Background: an optimization exercise with open tools, aiming at small area, a short achievable clock period and few clock cycles. Do not read the settings as production practice.
The RTL was checked by simulation tests, not by an equivalence proof against the original design.

==> flow/design.v <==
module RSA ( key_in, mod_in, data_in, data_out, key_ready, mod_ready, data_ready, resetn, CLK, finish, key_end, mod_end, data_out_ready,state );
   input           CLK, resetn;
   input [31:0]    key_in, mod_in, data_in;
   input           key_ready, mod_ready, data_ready;
   output          finish;
   output [31:0]   data_out;
   output          key_end, mod_end, data_out_ready;
   output [2:0]    state;
   localparam [2:0] INIT     = 3'h1;
   localparam [2:0] IDLE     = 3'h2;
   localparam [2:0] KEY_GET  = 3'h3;
   localparam [2:0] MOD_GET  = 3'h4;
   localparam [2:0] DATA_GET = 3'h5;
   localparam [2:0] DATA_OUT = 3'h6;
   localparam [2:0] ENCRYPT  = 3'h7;
   localparam [3:0] EG_IDLE = 4'd0;
   localparam [3:0] EG_INIT = 4'd1;    
   localparam [3:0] EG_WS1  = 4'd2;    
   localparam [3:0] EG_WS2  = 4'd3;    
   localparam [3:0] EG_PRE  = 4'd4;    
   localparam [3:0] EG_RUN  = 4'd5;    
   localparam [3:0] EG_RES  = 4'd6;    
   localparam [3:0] EG_NEXT = 4'd7;    
   localparam [3:0] EG_DONE = 4'd8;
   localparam [3:0] PH_DBLA  = 4'd0;
   localparam [3:0] PH_SQ    = 4'd1;
   localparam [3:0] PH_CONV  = 4'd2;
   localparam [3:0] PH_RED   = 4'd3;
   localparam [3:0] PH_DBLB  = 4'd4;
   localparam [3:0] PH_LOOP  = 4'd5;
   localparam [3:0] PH_FINAL = 4'd6;
   localparam [3:0] PH_FRED  = 4'd7;
   localparam [3:0] PH_END   = 4'd8;
   localparam [1:0] SRC_A   = 2'd0;
   localparam [1:0] SRC_X   = 2'd1;
   localparam [1:0] SRC_ONE = 2'd2;
   reg [2:0]  st, st_n;
   reg [4:0]  cnt;
   reg        fin_r, kend_r, mend_r, dor_r, keyok, modok;
   reg [3:0]  eg;
   wire       eng_start = (st == DATA_GET) && (cnt == 5'd31);
   always @(*) begin
      st_n = st;
      case (st)
        INIT, IDLE:
          if (key_ready) st_n = KEY_GET;
          else if (mod_ready) st_n = MOD_GET;
          else if (st == IDLE && keyok && modok && data_ready) st_n = DATA_GET;
        KEY_GET, MOD_GET:
          if (cnt == 5'd31) st_n = IDLE;
        DATA_GET:
          if (cnt == 5'd31) st_n = ENCRYPT;
        ENCRYPT:
          if (eg == EG_DONE) st_n = DATA_OUT;
        DATA_OUT:
          if (!dor_r && cnt == 5'd31) st_n = IDLE;
        default: st_n = IDLE;
      endcase
   end
   always @(posedge CLK) begin
      if (resetn == 1'b0) begin
         st     <= INIT;
         fin_r  <= 1'b0;
         cnt    <= 5'd0;
         kend_r <= 1'b0;
         mend_r <= 1'b0;
         dor_r  <= 1'b0;
         keyok  <= 1'b0;
         modok  <= 1'b0;
      end
      else begin
         st    <= st_n;
         fin_r <= !(st_n == INIT || st_n == IDLE);
         kend_r <= (st == KEY_GET) && (cnt == 5'd31);
         mend_r <= (st == MOD_GET) && (cnt == 5'd31);
         if (st == KEY_GET && cnt == 5'd31) keyok <= 1'b1;
         if (st == MOD_GET && cnt == 5'd31) modok <= 1'b1;
         case (st)
           KEY_GET, MOD_GET, DATA_GET: cnt <= cnt + 5'd1;
           ENCRYPT: begin
              cnt <= 5'd0;
              if (eg == EG_DONE) dor_r <= 1'b1;
           end
           DATA_OUT: begin
              dor_r <= 1'b0;
              cnt <= cnt + 5'd1;
           end
           default: cnt <= 5'd0;
         endcase
      end
   end
   assign state          = st;
   assign finish         = fin_r;
   assign key_end        = kend_r;
   assign mod_end        = mend_r;
   assign data_out_ready = dor_r;
   reg [1023:0] E;           
   reg [1023:0] N;           
   reg [1027:0] X;           
   reg [1024:0] A;           
   reg [1025:0] S, C;        
   reg          cin;         
   reg [3:0]    Np;          
   reg [4:0]    topw_idx;    
   reg [4:0]    topw_msb;    
   reg          mexam;
   reg [4:0]    mexam_idx;
   assign data_out = A[31:0];
   reg [3:0]    phase;
   reg [1:0]    src;
   reg [10:0]   dcnt;
   reg [2:0]    sqcnt;
   reg [4:0]    wcnt;
   reg          wsdbl, bor, pmsb, ge;
   reg [8:0]    di;
   reg [3:0]    a_reg;
   reg          res_first;
   reg [10:0]   ebits;
   reg          scan_act, found, first, sqd, mld;
   localparam integer W = 1030;
   wire [W-1:0] Sx = {4'b0, S};
   wire [W-1:0] Cx = {4'b0, C};
   wire [W-1:0] Bx = {5'b0, A};
   wire [W-1:0] Nx = {6'b0, N};
   wire [3:0] P  = a_reg * A[3:0];
   wire [3:0] T  = S[3:0] + C[3:0] + P + {3'b0, cin};
   wire [3:0] q  = T * Np;
   wire [W-1:0] r2 = a_reg[0] ? Bx        : {W{1'b0}};
   wire [W-1:0] r3 = a_reg[1] ? (Bx << 1) : {W{1'b0}};
   wire [W-1:0] r4 = a_reg[2] ? (Bx << 2) : {W{1'b0}};
   wire [W-1:0] r5 = a_reg[3] ? (Bx << 3) : {W{1'b0}};
   wire [W-1:0] n0 = q[0] ? Nx        : {W{1'b0}};
   wire [W-1:0] n1 = q[1] ? (Nx << 1) : {W{1'b0}};
   wire [W-1:0] n2 = q[2] ? (Nx << 2) : {W{1'b0}};
   wire [W-1:0] n3 = q[3] ? (Nx << 3) : {W{1'b0}};
   wire [W-1:0] s1a = Sx ^ Cx ^ r2;
   wire [W-1:0] c1a = {((Sx & Cx) | (Sx & r2) | (Cx & r2)), cin} ;
   wire [W-1:0] s1b = r3 ^ r4 ^ r5;
   wire [W-1:0] c1b = {((r3 & r4) | (r3 & r5) | (r4 & r5)), 1'b0};
   wire [W-1:0] s2  = s1a ^ c1a ^ s1b;
   wire [W-1:0] c2  = {((s1a & c1a) | (s1a & s1b) | (c1a & s1b)), 1'b0};
   wire [W-1:0] e0  = s2 ^ c2 ^ c1b;
   wire [W-1:0] e1  = {((s2 & c2) | (s2 & c1b) | (c2 & c1b)), 1'b0};
   wire [W-1:0] s4  = e0 ^ e1 ^ n0;
   wire [W-1:0] c4  = {((e0 & e1) | (e0 & n0) | (e1 & n0)), 1'b0};
   wire [W-1:0] s5  = n1 ^ n2 ^ n3;
   wire [W-1:0] c5  = {((n1 & n2) | (n1 & n3) | (n2 & n3)), 1'b0};
   wire [W-1:0] s6  = s4 ^ c4 ^ s5;
   wire [W-1:0] c6  = {((s4 & c4) | (s4 & s5) | (c4 & s5)), 1'b0};
   wire [W-1:0] s7  = s6 ^ c6 ^ c5;
   wire [W-1:0] c7  = {((s6 & c6) | (s6 & c5) | (c6 & c5)), 1'b0};
   wire [1025:0] S_mm   = s7[W-1:4];
   wire [1025:0] C_mm   = c7[W-1:4];
   wire          cin_mm = |{s7[3:0], c7[3:0]};
   wire [1026:0] rc;
   wire [1025:0] rsum;
   wire [1025:0] C_res;
   wire [128:0]  cbound;
   genvar gp;
   generate
      for (gp = 0; gp < 1026; gp = gp + 1) begin : g_res
         wire ci;
         if (gp == 0) begin : g_c0
            assign ci = cin;
         end else if (gp % 8 == 0) begin : g_cb
            assign ci = 1'b0;
         end else begin : g_cr
            assign ci = rc[gp];
         end
         assign rsum[gp]  = S[gp] ^ C[gp] ^ ci;
         assign rc[gp+1]  = (S[gp] & C[gp]) | (S[gp] & ci) | (C[gp] & ci);
         if (gp % 8 == 0 && gp > 0) begin : g_cout
            assign C_res[gp] = rc[gp];
            assign cbound[gp/8] = C[gp];
         end else begin : g_cz
            assign C_res[gp] = 1'b0;
         end
      end
   endgenerate
   assign rc[0] = 1'b0;
   assign cbound[0] = 1'b0;
   wire c_zero = ~|cbound;
   wire [1027:0] Aext = {3'b0, A};
   wire [4*512-1:0] lv0;
   genvar gl, gi;
   generate
      for (gi = 0; gi < 512; gi = gi + 1) begin : g_leaf
         if (gi < 257) begin : g_l
            assign lv0[4*gi +: 4] = Aext[4*gi +: 4];
         end else begin : g_z
            assign lv0[4*gi +: 4] = 4'b0;
         end
      end
   endgenerate
   wire [4*256-1:0] lv1;
   wire [4*128-1:0] lv2;
   wire [4*64-1:0]  lv3;
   wire [4*32-1:0]  lv4;
   wire [4*16-1:0]  lv5;
   wire [4*8-1:0]   lv6;
   wire [4*4-1:0]   lv7;
   wire [4*2-1:0]   lv8;
   wire [3:0]       lv9;
   generate
      for (gi = 0; gi < 256; gi = gi + 1) begin : g_t1
         assign lv1[4*gi +: 4] = di[0] ? lv0[4*(2*gi+1) +: 4] : lv0[4*(2*gi) +: 4];
      end
      for (gi = 0; gi < 128; gi = gi + 1) begin : g_t2
         assign lv2[4*gi +: 4] = di[1] ? lv1[4*(2*gi+1) +: 4] : lv1[4*(2*gi) +: 4];
      end
      for (gi = 0; gi < 64; gi = gi + 1) begin : g_t3
         assign lv3[4*gi +: 4] = di[2] ? lv2[4*(2*gi+1) +: 4] : lv2[4*(2*gi) +: 4];
      end
      for (gi = 0; gi < 32; gi = gi + 1) begin : g_t4
         assign lv4[4*gi +: 4] = di[3] ? lv3[4*(2*gi+1) +: 4] : lv3[4*(2*gi) +: 4];
      end
      for (gi = 0; gi < 16; gi = gi + 1) begin : g_t5
         assign lv5[4*gi +: 4] = di[4] ? lv4[4*(2*gi+1) +: 4] : lv4[4*(2*gi) +: 4];
      end
      for (gi = 0; gi < 8; gi = gi + 1) begin : g_t6
         assign lv6[4*gi +: 4] = di[5] ? lv5[4*(2*gi+1) +: 4] : lv5[4*(2*gi) +: 4];
      end
      for (gi = 0; gi < 4; gi = gi + 1) begin : g_t7
         assign lv7[4*gi +: 4] = di[6] ? lv6[4*(2*gi+1) +: 4] : lv6[4*(2*gi) +: 4];
      end
      for (gi = 0; gi < 2; gi = gi + 1) begin : g_t8
         assign lv8[4*gi +: 4] = di[7] ? lv7[4*(2*gi+1) +: 4] : lv7[4*(2*gi) +: 4];
      end
   endgenerate
   assign lv9 = di[8] ? lv8[7:4] : lv8[3:0];
   wire [3:0] dig_next = (src == SRC_A) ? lv9 :
                         (src == SRC_X) ? X[3:0] :
                         ((di == 9'd0) ? 4'd1 : 4'd0);
   wire [31:0] aw  = A[31:0];
   wire [31:0] nw  = N[31:0];
   wire [31:0] opa = wsdbl ? {aw[30:0], pmsb} : aw;
   wire [32:0] dif = {1'b0, opa} - {1'b0, nw} - {32'b0, bor};
   wire        bout = dif[32];
   wire [31:0] initw = (wcnt == topw_idx) ? (32'd1 << topw_msb) : 32'd0;
   wire [11:0] m_dbl = 12'd1036 - {2'b0, topw_idx, 5'b0} - {7'b0, topw_msb};
   wire [31:0] ntop = N[1023:992];
   reg  [4:0]  ntop_msb;
   integer k;
   always @(*) begin
      ntop_msb = 5'd0;
      for (k = 0; k < 32; k = k + 1)
        if (ntop[k]) ntop_msb = k[4:0];
   end
   reg [3:0] np_f;
   always @(*) begin
      case (ntop[3:0])
        4'd1:  np_f = 4'd15;
        4'd3:  np_f = 4'd5;
        4'd5:  np_f = 4'd3;
        4'd7:  np_f = 4'd9;
        4'd9:  np_f = 4'd7;
        4'd11: np_f = 4'd13;
        4'd13: np_f = 4'd11;
        4'd15: np_f = 4'd1;
        default: np_f = 4'd0;
      endcase
   end
   wire etop = E[1023];
   reg rotE_cmd;        
   reg copyX;           
   always @(posedge CLK) begin
      if (resetn == 1'b0) begin
         eg <= EG_IDLE;
         scan_act <= 1'b0;
         rotE_cmd <= 1'b0;
         copyX <= 1'b0;
      end
      else begin
         rotE_cmd <= 1'b0;
         copyX <= 1'b0;
         if (eng_start) begin
            ebits <= 11'd0;
            scan_act <= 1'b1;
            found <= 1'b0;
         end
         else if (scan_act) begin
            if (etop) begin
               found <= 1'b1;
               scan_act <= 1'b0;
            end
            else if (ebits[10]) begin
               scan_act <= 1'b0;
            end
            else
              ebits <= ebits + 11'd1;
         end
         else if (rotE_cmd)
           ebits <= ebits + 11'd1;
         case (eg)
           EG_IDLE: begin
              if (eng_start) begin
                 eg <= EG_INIT;
                 wcnt <= 5'd0;
                 phase <= PH_DBLA;
                 dcnt <= m_dbl[10:0];
                 first <= 1'b1;
                 sqd <= 1'b0;
                 mld <= 1'b0;
              end
           end
           EG_INIT: begin
              wcnt <= wcnt + 5'd1;
              if (wcnt == 5'd31) eg <= EG_NEXT;
           end
           EG_WS1: begin
              wcnt <= wcnt + 5'd1;
              bor <= bout;
              pmsb <= aw[31];
              if (wcnt == 5'd31) begin
                 ge <= (wsdbl ? aw[31] : A[1024]) | ~bout;
                 eg <= EG_WS2;
                 bor <= 1'b0;
                 pmsb <= 1'b0;
              end
           end
           EG_WS2: begin
              wcnt <= wcnt + 5'd1;
              bor <= bout;
              pmsb <= aw[31];
              if (wcnt == 5'd31) eg <= EG_NEXT;
           end
           EG_PRE: begin
              di <= di + 9'd1;
              eg <= EG_RUN;
           end
           EG_RUN: begin
              di <= di + 9'd1;
              if (di == 9'd257) begin
                 eg <= EG_RES;
                 res_first <= 1'b1;
              end
           end
           EG_RES: begin
              res_first <= 1'b0;
              if (!res_first && c_zero) eg <= EG_NEXT;
           end
           EG_NEXT: begin
              case (phase)
                PH_DBLA:
                  if (dcnt != 11'd0) begin
                     dcnt <= dcnt - 11'd1;
                     wsdbl <= 1'b1;
                     wcnt <= 5'd0; bor <= 1'b0; pmsb <= 1'b0;
                     eg <= EG_WS1;
                  end
                  else begin
                     phase <= PH_SQ;
                     sqcnt <= 3'd7;
                  end
                PH_SQ:
                  if (sqcnt != 3'd0) begin
                     sqcnt <= sqcnt - 3'd1;
                     src <= SRC_A;
                     di <= 9'd0;
                     eg <= EG_PRE;
                  end
                  else begin
                     phase <= PH_CONV;
                  end
                PH_CONV: begin
                   src <= SRC_X;
                   di <= 9'd0;
                   eg <= EG_PRE;
                   phase <= PH_RED;
                end
                PH_RED: begin
                   wsdbl <= 1'b0;
                   wcnt <= 5'd0; bor <= 1'b0; pmsb <= 1'b0;
                   eg <= EG_WS1;
                   phase <= PH_DBLB;
                   dcnt <= 11'd4;
                end
                PH_DBLB:
                  if (dcnt != 11'd0) begin
                     dcnt <= dcnt - 11'd1;
                     wsdbl <= 1'b1;
                     wcnt <= 5'd0; bor <= 1'b0; pmsb <= 1'b0;
                     eg <= EG_WS1;
                  end
                  else begin
                     copyX <= 1'b1;
                     phase <= PH_LOOP;
                  end
                PH_LOOP:
                  if (scan_act || copyX) begin
                  end
                  else if (!found) begin
                     phase <= PH_FINAL;
                  end
                  else if (first) begin
                     first <= 1'b0;
                     rotE_cmd <= 1'b1;
                  end
                  else if (rotE_cmd) begin
                  end
                  else if (ebits[10]) begin
                     phase <= PH_FINAL;
                  end
                  else if (!sqd) begin
                     sqd <= 1'b1;
                     src <= SRC_A;
                     di <= 9'd0;
                     eg <= EG_PRE;
                  end
                  else if (etop && !mld) begin
                     mld <= 1'b1;
                     src <= SRC_X;
                     di <= 9'd0;
                     eg <= EG_PRE;
                  end
                  else begin
                     sqd <= 1'b0;
                     mld <= 1'b0;
                     rotE_cmd <= 1'b1;
                  end
                PH_FINAL: begin
                   src <= SRC_ONE;
                   di <= 9'd0;
                   eg <= EG_PRE;
                   phase <= PH_FRED;
                end
                PH_FRED: begin
                   wsdbl <= 1'b0;
                   wcnt <= 5'd0; bor <= 1'b0; pmsb <= 1'b0;
                   eg <= EG_WS1;
                   phase <= PH_END;
                end
                PH_END: eg <= EG_DONE;
                default: ;
              endcase
           end
           EG_DONE: eg <= EG_IDLE;
           default: eg <= EG_IDLE;
         endcase
      end
   end
   wire wordop = (eg == EG_INIT) || (eg == EG_WS1) || (eg == EG_WS2) ||
                 (st == DATA_OUT && !dor_r);
   wire [31:0] topword = (eg == EG_INIT) ? initw :
                         (eg == EG_WS2)  ? (ge ? dif[31:0] : opa) : aw;
   always @(posedge CLK) begin
      if (st == KEY_GET)
        E <= {key_in, E[1023:32]};
      else if ((scan_act && !etop && !ebits[10]) || rotE_cmd)
        E <= {E[1022:0], E[1023]};
      if (st == MOD_GET)
        N <= {mod_in, N[1023:32]};
      else if (eg == EG_WS1 || eg == EG_WS2)
        N <= {N[31:0], N[1023:32]};
      mexam <= (st == MOD_GET);
      mexam_idx <= cnt;
      if (mexam) begin
         if (mexam_idx == 5'd0) begin
            Np <= np_f;
            topw_idx <= 5'd0;
            topw_msb <= ntop_msb;
         end
         else if (ntop != 32'd0) begin
            topw_idx <= mexam_idx;
            topw_msb <= ntop_msb;
         end
      end
      if (st == DATA_GET)
        X <= {4'b0, data_in, X[1023:32]};
      else if (copyX)
        X <= {3'b0, A};
      else if (src == SRC_X && (eg == EG_PRE || (eg == EG_RUN && di != 9'd257)))
        X <= {X[3:0], X[1027:4]};
      if (eg == EG_RES)
        A <= rsum[1024:0];
      else if (wordop) begin
         A[1023:0] <= {topword, A[1023:32]};
         if (eg == EG_INIT || eg == EG_WS2) A[1024] <= 1'b0;
      end
      if (eg == EG_RES) begin
         S <= rsum;
         C <= C_res;
      end
      else if (eg == EG_PRE) begin
         S <= 1026'd0;
         C <= 1026'd0;
      end
      else begin
         S <= S_mm;
         C <= C_mm;
      end
      cin <= (eg == EG_RUN) ? cin_mm : 1'b0;
      a_reg <= dig_next;
   end
endmodule
==> flow/run.sh <==
#!/bin/bash
# synth_recipe.tcl (not shown) runs the flow's synth.tcl, then flattens the netlist and writes it again
# the make line also repeats each setting of config.mk as NAME=value (left out here)
make -C /OpenROAD-flow-scripts/flow DESIGN_CONFIG=/design/flow/config.mk WORK_HOME=/design/flow/orfs CLKGATE_MAP_FILE= SYNTH_SCRIPT=/design/flow/synth_recipe.tcl finish
==> flow/config.mk <==
export PLATFORM = sky130hd
export DESIGN_NAME = RSA
export DESIGN_NICKNAME = RSA
export VERILOG_FILES = /design/flow/design.v
export SDC_FILE = /design/flow/constraint.sdc
export NUM_CORES = 8
export LEC_CHECK = 0
export CAP_MARGIN = 20
export CORE_MARGIN = 2
export CORE_UTILIZATION = 40
export SLEW_MARGIN = 20
export SYNTH_MEMORY_MAX_BITS = 8192
==> flow/constraint.sdc <==
create_clock -name core_clock -period 14.0 [get_ports {CLK}]
set_input_delay 2.8000 -clock core_clock [delete_from_list [all_inputs] [get_ports {CLK}]]
set_output_delay 2.8000 -clock core_clock [all_outputs]
set_load 0.01 [all_outputs]
==> results by group <==
Logic synthesis
  – Top cell type's share of synthesized area: between 30% and 40%
  – Mapped Area: between 500000 and 600000 sq um
  – Dominant cell type by area after synthesis: fa_1
  – Yosys warnings: 1
  – FFs w/ async S/R, synth: 0%
  – Post-Syn Nets: 55400
  – Synth top area cells: fa_1 36%, edfxtp_1 25%, and2_1 8.8%
  – Seq cells post-synth: 6253
  – Post-synth EDFFs: 4165
  – Synth Instances: 46000
  – Seq/Total Area, Yosys: between 30% and 40%
  – Mean Syn Cell Area: between 10 and 15 sq um
  – Yosys cell types: between 70 and 80
  – Top_reg_cell synth: edfxtp_1

Timing
  – RSZ-0062 raised after global routing: false
  – Setup-failing EPs final: 0
  – Min Tclk post-route: around 8.2 ns
  – Setup TNS: 0 ns
  – Clock skew: between 0.1 and 0.15 ns
  – Final hold viol count: 0
  – Relative slew slack: 16.5%
  – Fmax: approximately 0.12 GHz
  – Max-slew violations: 0
  – Period utilisation layout: 58.9%
  – Worst-Margin Slew: 1.24 ns

Layout
  – Fillers: between 100k and 150k
  – Share of cells above drive strength 1: ~4.2%
  – Largest reg by FF count: X
  – Max reg flops: between 1000 and 1500
  – Largest registers in the final layout: X (1028), C (1026), S (1026)
  – Finished Cell Area: 545000 sq um
  – Final net count: 54600
  – Layout area overhead: 8.91%

Clock network
  – Max Root-Sink Buffers: 5
  – Deepest level of the CTS H-tree: 6
  – Clock sink count: roughly 6300
  – Clock root cell: clkbuf_16
  – CTS tree: done
  – CTS buffer count: around 770
  – Clock transition at the registers of the reported paths: about 0.060 ns
  – Post-CTS sizing: 0
  – Post-CTS setup buffer count: 0
  – Clock latency (worst-skew pair): ~1.2 ns
  – Cts hold-fix bufs: 0

Critical path
  – Nature of the critical path endpoint: flop
  – Top Family by Delay on Critical Path: adder cells
  – Critical Path Max Stage Delay: 0.73 ns
  – WP data required: ~15 ns
  – Slowest-stage cell, CP: edfxtp_1
  – CP bufs+invs: 4
  – Most Frequent Cell on Critical Path: fa_1
  – Crit-path max FO: about 120
  – Critical path cell sequence: and2_1 -> fa_1 -> ha_1 -> fa_1 -> and2_1 -> ha_1 -> ha_1 -> ha_4 -> xor2_1 -> xnor2_1 -> xnor2_1 -> xnor2_1 -> xnor2_4 -> buf_16 -> buf_12 -> buf_12 -> and2_1 -> fa_1 -> fa_1 -> inv_1 -> fa_1 -> o22ai_1
  – Worst setup SP type: flop
  – CP arrival: between 9 and 10 ns
  – Critical path class: flop to flop

GRT
  – Largest net degree at the start of global routing: ~260
  – Global-route wire length before repair: approximately 2500000 microns
  – Number of global-route vias before repair: between 300k and 400k
  – Total gr overflow: 0
  – All-Layer GR Usage: approximately a quarter
  – Initial antenna violation count: 135

Placed design
  – Post-placement cell area: a little over 500000 sq um
  – Port Buf Inserts: ~140
  – Final GP Congestion: slightly above 0.9
  – HPWL Detailed: 1140000 microns

Route
  – DRT iter0 DRCs: 32500
  – # DRC: 0
  – Vias: 332000
  – Via density: between 5 and 6
  – Drt pass-1 iters: 6
  – Post-DR wirelength/cell: between 20 and 30 microns
  – Antenna-violating nets left: 0
  – Total wire length: between 1500000 and 2000000 microns

Floorplan
  – Die ar.: roughly 1300000 sq um
  – Row Count: 411
  – Initial core utilization: about two fifths
  – Boundary pin count: 140
  – Die width: between 1000 and 1500 microns
  – DIE HEIGHT: roughly 1100 microns
  – Core outline area: approximately 1300000 sq um

Run status
  – Status: complete, no violations

Run
  – Max-cap violation count: 0

Worst hold path
  – Min-delay worst type: flop to flop
synth_stat cells (all sizes together) (8+ instances only):
| library cell | number |
|---|---|
| o21ai | 1211 |
| a21oi | 132 |
| a31oi | 13 |
| nand2 | 10700 |
| nand3 | 28 |
| nor4 | 40 |
| a22oi | 55 |
| a21o | 14 |
| edfxtp | 4165 |
| xor2 | 35 |
| and3 | 19 |
| nor2b | 23 |
| o31ai | 11 |
| nor3b | 12 |
| a221oi | 29 |
| fa | 9095 |
| mux4 | 271 |
| nor2 | 146 |
| o22ai | 282 |
| ha | 243 |
| inv | 6783 |
| a22o | 51 |
| o221ai | 17 |
| nand2b | 26 |
| nand4 | 14 |
| mux2 | 39 |
| o21bai | 8 |
| dfxtp | 2088 |
| clkbuf | 1971 |
| a211oi | 13 |
| nor3 | 34 |
| or3 | 13 |
| and2 | 7068 |
| buf | 162 |
| mux2i | 1070 |
| xnor2 | 47 |
area by class of cell:
cell class	instances	area (sq um)	area share (%)
inverter	6783	25500	4.67
clock buffer	1040	21100	3.88
sequential	6253	167000	30.6
timing repair buffer	557	5560	1.02
clock inverter	387	4770	0.874
tap	16700	20900	3.84
antenna	84	210	0.0386
multi-input combinational	30800	300000	55.1
per-stage QoR:
stage	hold slack, ns	utilization, %	cells	setup WS [ns]
floorplan	0.337	-	46000	-36.86
detailed placement	0.345	41.5	61100	5.76
CTS	0.355	43.6	62600	5.77
global placement	0.344	41.5	61100	5.75
finish	0.355	43.6	62700	5.75
global route	0.360	43.6	62600	5.71
layer usage:
| layer | part of all wire (%) | global-route usage [%] | up-vias |
|---|---|---|---|
| li1 | - | - | 138000 |
| met1 | 40 | 35.3 | 176000 |
| met2 | 45 | 40.5 | 14800 |
| met3 | 9.4 | 5.98 | 3189 |
| met4 | 5.0 | 11.6 | 40 |
| met5 | 0.019 | 0 | - |
cell usage in the layout, fill, tap and decap left out, types with 28 or more instances in the layout:
master,n
inv_1,6782
buf_12,79
o21ai_0,1207
clkdlybuf4s50_1,138
buf_4,335
ha_1,241
diode_2,84
clkinv_2,143
a22oi_1,55
clkinv_1,84
clkinvlp_4,30
mux2_2,39
clkbuf_8,75
a221oi_1,29
mux4_2,271
dfxtp_1,2079
xnor2_1,46
nor4_1,31
bufinv_16,80
edfxtp_1,4165
nand3_1,28
a21oi_1,132
nand2_1,10700
and2_1,7065
clkbuf_16,775
nor3_1,32
o22ai_1,282
a22o_1,51
mux2i_1,1069
clkbuf_1,190
fa_1,9095
xor2_1,35
nor2_1,141
cells by family (layout without fill, tap and decap cells):
kind of cell    Yosys count  in the layout  share of synthesized area (%)
buf+inv                8916           8767                           6.74
flops                  6253           6253                           33.3
xor+xnor                 82             82                          0.145
fa+ha+maj              9338           9338                           37.0
mux                    1380           1380                           3.45
other cells               0             84                              0
simple gates          18100          18100                           17.3
compound gates         1879           1879                           2.11
path summary, 6_finish.rpt:
path,from,endpoint,slack [ns],cells past startpoint
setup / recovery,A[0],S[719],5.75,22
hold / removal,cnt[4],mexam_idx[4],0.35,0
setup reg to reg,A[0],S[719],5.75,22
hold reg to reg,cnt[4],mexam_idx[4],0.35,0
Testbench counts, summed over its fixed seeds: cycles 1,706,047.

[static timing again, ports no longer ideal]
In the flow no input, the clock included, has a driving cell. The finished layout below was timed again as built, in two steps.
Step 1 (the two cells are an assumption about what drives the block):
set clk [get_ports {CLK}]
set_driving_cell -lib_cell sky130_fd_sc_hd__clkbuf_16 $clk
set_driving_cell -lib_cell sky130_fd_sc_hd__buf_2 [delete_from_list [all_inputs] $clk]
Step 2 moves the port delays by t, midway between the first and last clock arrival at a register: inputs arrive t later, outputs are due t later. That takes back most of the time a late clock gives input paths.
a / b / c = ideal / step 1 / step 2; a / b = the first two.
shift t [ns]: 1.353
setup WS [ns]: 5.750 / 5.750 / 5.750
latest minus earliest clock arrival (ns): 0.149 / 0.149
worst slew at a driven data input, ns: 0.31
After both steps this run still meets setup and hold. For this run, drivers alone change the setup slack by 0.000 ns; drivers and shift together by 0.000 ns.
